What follows belongs to an exercise in optimizing a design on an open flow for small area and a short achievable clock period; a production flow would make more cautious choices.
At most, simulation tests tie the RTL to the original design; equivalence was not proved.
No activity file was given, so power comes from the tool's default toggle rates.

red:
==> module div_signed, before the edit <==
module div_signed(clock, clken, numer, denom, quotient, remain);
   input clock;
   input clken;
   input [31:0] numer;
   input [31:0] denom;
   output [31:0] quotient;
   output [31:0] remain;
   reg [31:0] quotient;
   reg [31:0] remain;
   reg [31:0] n0;
   reg [31:0] d0;
   always @(posedge clock)
     if (clken) begin
        n0 <= numer;
        d0 <= denom;
     end
   wire [31:0] an = n0[31] ? (~n0 + 32'd1) : n0;
   wire [31:0] ad = d0[31] ? (~d0 + 32'd1) : d0;
   wire        g1 = ~|ad[31:1] & (an[31] | ~ad[0]);
   reg [31:0]  d1;
   reg [0:0]   r1;
   reg [31:0]  nq1;    
   reg         sn1;    
   reg         sq1;    
   always @(posedge clock)
     if (clken) begin
        d1  <= ad;
        r1  <= g1 ? (an[31] ^ ad[0]) : an[31];
        nq1 <= {an[30:0], g1};
        sn1 <= n0[31];
        sq1 <= n0[31] ^ d0[31];
     end
   genvar j;
   generate
      for (j = 2; j <= 31; j = j + 1) begin : st
         wire [31:0]  dp;
         wire [j-2:0] rp;
         wire [31:0]  nqp;
         wire         snp, sqp;
         if (j == 2) begin : from1
            assign dp = d1;
            assign rp = r1;
            assign nqp = nq1;
            assign snp = sn1;
            assign sqp = sq1;
         end else begin : fromj
            assign dp = st[j-1].d;
            assign rp = st[j-1].r;
            assign nqp = st[j-1].nq;
            assign snp = st[j-1].sn;
            assign sqp = st[j-1].sq;
         end
         wire [j-1:0] rr = {rp, nqp[31]};
         wire [j:0]   df = {1'b0, rr} - {1'b0, dp[j-1:0]};
         wire         g  = ~|dp[31:j] & ~df[j];
         reg [31:0]  d;
         reg [j-1:0] r;
         reg [31:0]  nq;
         reg         sn, sq;
         always @(posedge clock)
           if (clken) begin
              d  <= dp;
              r  <= g ? df[j-1:0] : rr;
              nq <= {nqp[30:0], g};
              sn <= snp;
              sq <= sqp;
           end
      end
   endgenerate
   wire [31:0] dl  = st[31].d;
   wire [31:0] rl  = {st[31].r, st[31].nq[31]};
   wire [30:0] ql  = st[31].nq[30:0];
   wire [32:0] dfl = {1'b0, rl} - {1'b0, dl};
   wire        gl  = ~dfl[32];
   wire [31:0] ndf = dl - rl;           
   wire [31:0] nrl = ~rl + 32'd1;       
   wire [30:0] nql = ~ql + 31'd1;       
   always @(posedge clock)
     if (clken) begin
        remain <= st[31].sn ? (gl ? ndf : nrl) : (gl ? dfl[31:0] : rl);
        quotient <= st[31].sq ? (gl ? {~ql, 1'b1} : {nql, 1'b0}) : {ql, gl};
     end
endmodule
==> flow/config.mk <==
export PLATFORM = sky130hd
export DESIGN_NAME = div_signed
export DESIGN_NICKNAME = div_signed
export VERILOG_FILES = /design/flow/design.v
export SDC_FILE = /design/flow/constraint.sdc
export NUM_CORES = 4
export LEC_CHECK = 0
export CAP_MARGIN = 20
export CORE_MARGIN = 2
export CORE_UTILIZATION = 40
export SETUP_SLACK_MARGIN = 3.0
export SLEW_MARGIN = 20
==> flow/constraint.sdc <==
create_clock -name core_clock -period 5.5 [get_ports {clock}]
set_input_delay 1.1000 -clock core_clock [delete_from_list [all_inputs] [get_ports {clock}]]
set_output_delay 1.1000 -clock core_clock [all_outputs]
set_load 0.01 [all_outputs]
run.sh (not shown) runs the stock make flow with config.mk's settings and CLKGATE_MAP_FILE= SYNTH_SCRIPT=/design/flow/synth_recipe.tcl, a recipe that flattens the netlist after the stock synthesis.
### red -> blue
--- a/flow/design.v
+++ b/flow/design.v
@@ -17,7 +17,10 @@
      end
    wire [31:0] an = n0[31] ? (~n0 + 32'd1) : n0;
    wire [31:0] ad = d0[31] ? (~d0 + 32'd1) : d0;
-   wire        g1 = ~|ad[31:1] & (an[31] | ~ad[0]);
+   wire        nmin = n0 == 32'h80000000;
+   wire        dz   = d0 == 32'd0;
+   wire        d1s  = (d0 == 32'd1) | (d0 == 32'hffffffff);
+   wire        g1   = dz | (d1s & nmin);
    reg [31:0]  d1;
    reg [0:0]   r1;
    reg [31:0]  nq1;    
@@ -26,7 +29,7 @@
    always @(posedge clock)
      if (clken) begin
         d1  <= ad;
-        r1  <= g1 ? (an[31] ^ ad[0]) : an[31];
+        r1  <= nmin & ~d1s;
         nq1 <= {an[30:0], g1};
         sn1 <= n0[31];
         sq1 <= n0[31] ^ d0[31];
Notes after the runs:
- blue finished all stages; the layout is clean.
- Compared with red, in blue global-route usage went down 0.28 points; count of instances resized after the clock tree is built -about 0.8%; maximum resistive drop on vdd dropped about 0.7%; share of cell area taken by muxes after synthesis lost 0.26 points; endpoint arrival time on the critical path now larger.
- Diff red -> blue: proportion of total power due to net switching went down; total detailed-routing wirelength went down.
- Setup slack of the critical path after layout delta for blue relative to red: 0.32 ns lower
No functional check of the RTL was part of blue.

-- re-timing with driven ports --
How much do the figures lean on ideal ports? The routed layouts below were timed once more, with nothing changed but the port constraints. Step 1 assumes that a clkbuf_16 drives the clock port and a buf_2 every other input. Step 2 times the ports against the registers' clock, not the clock port: input delays grow and output delays shrink by t, the midpoint of the rising clock arrivals with the driver on. Slacks: ideal / step 1 / step 2; pairs: ideal / step 1.
| run | shift t [ns] | setup slack, ns | clock arrival spread, ns |
|---|---|---|---|
| red | 0.967 | 1.801 / 1.801 / 1.801 | 0.087 / 0.087 |
| blue | 0.926 | 1.481 / 1.481 / 1.481 | 0.123 / 0.123 |
After both steps every run listed still meets setup and hold.
